Context: an optimization exercise on an open-source flow, tuned for small area. The choices shown serve that exercise and are no tape-out recipe.
Only simulation tests tie the RTL to the original design; equivalence was not proved.
Power is estimated from default activity; no workload was simulated.

branch garnet:
## TopModule
module TopModule(scanline_horizontal,scanline_vertical,player_input,clk,rst,player_win,cpu_win,st,board1,board2,board3,board4,board5,board6,board7,board8,board9,cpu_en,cpu_select,turns,is_full,mode,mo1,mo0);
Size: ~85 I/O pins, about 3800 µm² of cells after synthesis.
make LEC_CHECK=0 CAP_MARGIN=20 CORE_MARGIN=2 CORE_UTILIZATION=40 SLEW_MARGIN=20 finish   # period 10.0 ns
run.sh (not shown) runs the stock make flow with config.mk's settings and CLKGATE_MAP_FILE= SYNTH_SCRIPT=/design/flow/synth_recipe.tcl, a recipe that flattens the netlist after the stock synthesis.
Modified inputs, branch cedar compared to branch garnet
==> flow/flow/run.sh (new file) <==
#!/bin/bash
# Own layout flow: the standard flow (standard.sh) with three changes:
#  - synthesis is the standard flow's synthesis script with only the ABC mapping script replaced (flow/own.abc,
#    area-oriented mapping); the Yosys front end, register mapping, flattening and renaming are unchanged,
#  - ports are buffered with sky130_fd_sc_hd__buf_1 instead of the default buffer cell,
#  - clock tree synthesis without dummy loads.
set -euo pipefail
W=$(pwd)
F=$W/flow
# synthesis: ORFS synth.tcl with the abc call pointed at flow/own.abc
sed 's|log_cmd abc {\*}\$abc_args|log_cmd abc -script '"$F"'/own.abc {*}[lrange $abc_args 2 end]|' \
  "$FLOW_HOME/scripts/synth.tcl" > "$W/own_synth_body.tcl"
grep -q "own.abc" "$W/own_synth_body.tcl"
sed 's|source \$::env(SCRIPTS_DIR)/synth.tcl|source '"$W"'/own_synth_body.tcl|' "$W/synth_recipe.tcl" > "$W/own_synth.tcl"
grep -q "own_synth_body" "$W/own_synth.tcl"
sed 's|SYNTH_SCRIPT=[^ ]*|SYNTH_SCRIPT='"$W"'/own_synth.tcl|' "$W/standard.sh" > "$W/own_standard.sh"
grep -q "own_synth.tcl" "$W/own_standard.sh"
export BUFFER_PORTS_ARGS="-buffer_cell sky130_fd_sc_hd__buf_1"
if [[ -f $F/cts_args ]]; then export CTS_ARGS="$(cat $F/cts_args)"; fi
bash "$W/own_standard.sh" finish > "$W/flow.log" 2>&1
==> flow/flow/cts_args (new file) <==
-sink_clustering_enable -repair_clock_nets -dont_use_dummy_load
==> flow/flow/own.abc (new file) <==
strash
&get -n
&deepsyn -I 4 -J 50
&put
dch -f
map -a
topo
==> flow/standard.sh (new file) <==
#!/bin/bash
# synth_recipe.tcl (not shown) runs the flow's synth.tcl, then flattens the netlist and writes it again
# the make line also repeats each setting of config.mk as NAME=value (left out here)
make -C /OpenROAD-flow-scripts/flow DESIGN_CONFIG=/design/flow/config.mk WORK_HOME=/design/flow/orfs CLKGATE_MAP_FILE= SYNTH_SCRIPT=/design/flow/synth_recipe.tcl "${@:-finish}"
removed: flow/run.sh
Notes after the runs:
The run showing the greater worst setup slack is branch cedar. The hold slack of branch cedar was superior to that of branch garnet. Per the comparison of branch cedar with branch garnet, net total in the final layout grew by 8.4%, actual slew at the worst max-slew pin shrank by 0.035 ns.

Setup of JK:
TopModule, a different RTL version from the one above (not shown whole).
Size: about 400 cells after synthesis, roughly 52 flip-flops, roughly 85 I/O pins, ~3300 um^2 of cells after synthesis.
clock: 10.0 ns
lec_check: 0
cap_margin: 20
core_margin: 2
core_utilization: 40
gpl_timing_driven: 0
slew_margin: 0
standard.sh (not shown) runs the stock make flow with config.mk's settings and CLKGATE_MAP_FILE= SYNTH_SCRIPT=/design/flow/synth_recipe.tcl, a recipe that flattens the netlist after the stock synthesis.
==> flow/flow/run.sh <==
#!/bin/bash
# Own layout flow: the standard flow (standard.sh) with these changes:
#  - synthesis is the standard flow's synthesis script (synth_recipe.tcl and ORFS synth.tcl) with the ABC script
#    replaced by flow/own.abc (deeper, area-oriented) and without ORFS's full-adder extraction, so
#    ABC maps all combinational logic; the Yosys front end, register mapping, flattening and
#    renaming are unchanged,
#  - ports are buffered with sky130_fd_sc_hd__buf_1,
#  - clock tree synthesis without dummy loads (flow/cts_args).
set -euo pipefail
W=$(pwd)
F=$W/flow
awk -v abc="$F/own.abc" '
  /^# Technology mapping of adders/ { skip = 1; found++ }
  /^# Technology mapping of latches/ { skip = 0 }
  skip { next }
  /log_cmd abc \{\*\}\$abc_args/ { sub(/log_cmd abc \{\*\}\$abc_args/, "log_cmd abc -script " abc " {*}[lrange $abc_args 2 end]"); found++ }
  { print }
  END { if (found != 2) exit 1 }
' "$FLOW_HOME/scripts/synth.tcl" > "$W/own_synth_body.tcl"
sed 's|source \$::env(SCRIPTS_DIR)/synth.tcl|source '"$W"'/own_synth_body.tcl|' "$W/synth_recipe.tcl" > "$W/own_synth.tcl"
grep -q "own_synth_body" "$W/own_synth.tcl"
sed 's|SYNTH_SCRIPT=[^ ]*|SYNTH_SCRIPT='"$W"'/own_synth.tcl|' "$W/standard.sh" > "$W/own_standard.sh"
grep -q "own_synth.tcl" "$W/own_standard.sh"
export BUFFER_PORTS_ARGS="-buffer_cell sky130_fd_sc_hd__buf_1"
export REMOVE_ABC_BUFFERS=1
export CTS_ARGS="$(cat "$F/cts_args")"
bash "$W/own_standard.sh" finish > "$W/flow.log" 2>&1
==> flow/flow/cts_args <==
-sink_clustering_enable -repair_clock_nets -dont_use_dummy_load
==> flow/flow/own.abc <==
strash
&get -n
&deepsyn -I 6 -J 80
&dch -f
&nf -R 1000 -p -F 8 -A 4 -a
&put
strash
&get -n
&deepsyn -I 4 -J 50
&dch -f
&nf -R 1000 -p -F 8 -A 4 -a
&put
topo
Input changes introduced in MS (baseline for comparison: JK):
- SLEW_MARGIN now 20, was 0
==> flow/flow/own.abc <==
strash
&get -n
&deepsyn -I 6 -J 80
&dch -f
&nf -R 1000 -p -F 8 -A 4 -a
&put
topo
Results
Comparing JK and MS, the lower power density over cell area was measured on JK.
Relative to JK, the multi-input logic cell count of MS is higher by 6.
Where worst max-slew margin expressed relative to the limit is concerned, JK is outperformed by MS.
Comparing the two runs side by side, MS comes out ahead of JK on wire length reported by the detailed router.
Arrival time of the worst setup path (MS over JK): decrease, 0.04 ns
Distinct cell type count after synthesis (MS vs. JK) decreases by a few percent
| total of clock buffers placed in the layout | MS vs JK | ≈ equal |
> inputs changed (MS -> AL)
- changing SLEW_MARGIN from 20 to 0
==> flow/flow/own.abc <==
strash
&get -n
&deepsyn -I 6 -J 80
&dch -f
&nf -R 1000 -p -F 8 -A 4 -a
&put
strash
&get -n
&deepsyn -I 4 -J 50
&dch -f
&nf -R 1000 -p -F 8 -A 4 -a
&put
strash
&get -n
&deepsyn -I 4 -J 50
&dch -f
&nf -R 1000 -p -F 8 -A 4 -a
&put
topo
### Flow results
In the flow results for AL and MS, the proportion of layout cells with a drive suffix above 1 is larger on MS. Delta (AL minus MS): total power lost 32%; routed via count went up; cell area after placement moved down; worst stage delay on the critical path went up; summed area of non-filler cells in the final layout shows a reduction of 0.62%. The run with more routed wire is AL, not MS. Reported clock group power of AL is on par with MS. Layout inverter count without the clock tree ends up higher on AL. Going from MS to AL, first-pass GRT wire length grew by about 5%, fmax grew by about 0.7%.
Inputs modified between AL and TR:
- a change of SLEW_MARGIN from 0 to 20
==> flow/flow/own.abc <==
strash
&get -n
&deepsyn -I 6 -J 80
&dch -f
&nf -R 1000 -p -F 8 -A 4 -a
&put
strash
&get -n
&deepsyn -I 4 -J 50
&dch -f
&nf -R 1000 -p -F 8 -A 4 -a
&put
topo
### Flow results
Compared with AL, TR degrades overall power of the completed layout.
Going from AL to TR, the die area was shrunk.
Number of instances in the synthesized netlist (lower): TR
The sequential portion of the cell area was comparable across TR and AL.
TR -> AL: final area flat
[TR] fraction of layout instances using a drive strength above 1 rose 0.49 points relative to AL
Comparing number of iterations in the first detailed-routing pass for TR and AL, the smaller number came from TR.
Routed wire length delta (TR -> AL): insignificant
TR vs. AL: fmax went down by 1.8%.

## what the ideal ports hide
How much do the figures lean on ideal ports? The routed layouts below were timed once more, with nothing changed but the port constraints.
Step 1 (the two cells are an assumption about what drives the block):
set clk [get_ports {clk}]
set_driving_cell -lib_cell sky130_fd_sc_hd__clkbuf_16 $clk
set_driving_cell -lib_cell sky130_fd_sc_hd__buf_2 [delete_from_list [all_inputs] $clk]
Step 2 adds t to the input delays and takes it off the output delays; t is the mean of the earliest and latest rising clock arrival at the registers after step 1. Input paths then give back, and output paths get back, about the clock's delay inside the block.
Slacks: ideal / step 1 / step 2; pairs: ideal / step 1.
run	shift t [ns]	setup WS [ns]	worst data-port slew with drivers (ns)	pins driven straight from the clock port
branch garnet	0.349	4.640 / 4.615 / 4.615	0.04	1
branch cedar	0.326	5.521 / 5.499 / 5.499	0.04	1
JK	0.321	5.401 / 5.378 / 5.378	0.03	1
MS	0.336	5.441 / 5.420 / 5.420	0.03	1
AL	0.331	5.474 / 5.453 / 5.453	0.04	1
TR	0.314	5.390 / 5.366 / 5.366	0.03	1
After both steps setup and hold are still met in every run listed. The setup slack of branch garnet, which loses most, moves by -0.025 ns with the drivers and by -0.025 ns with both steps.
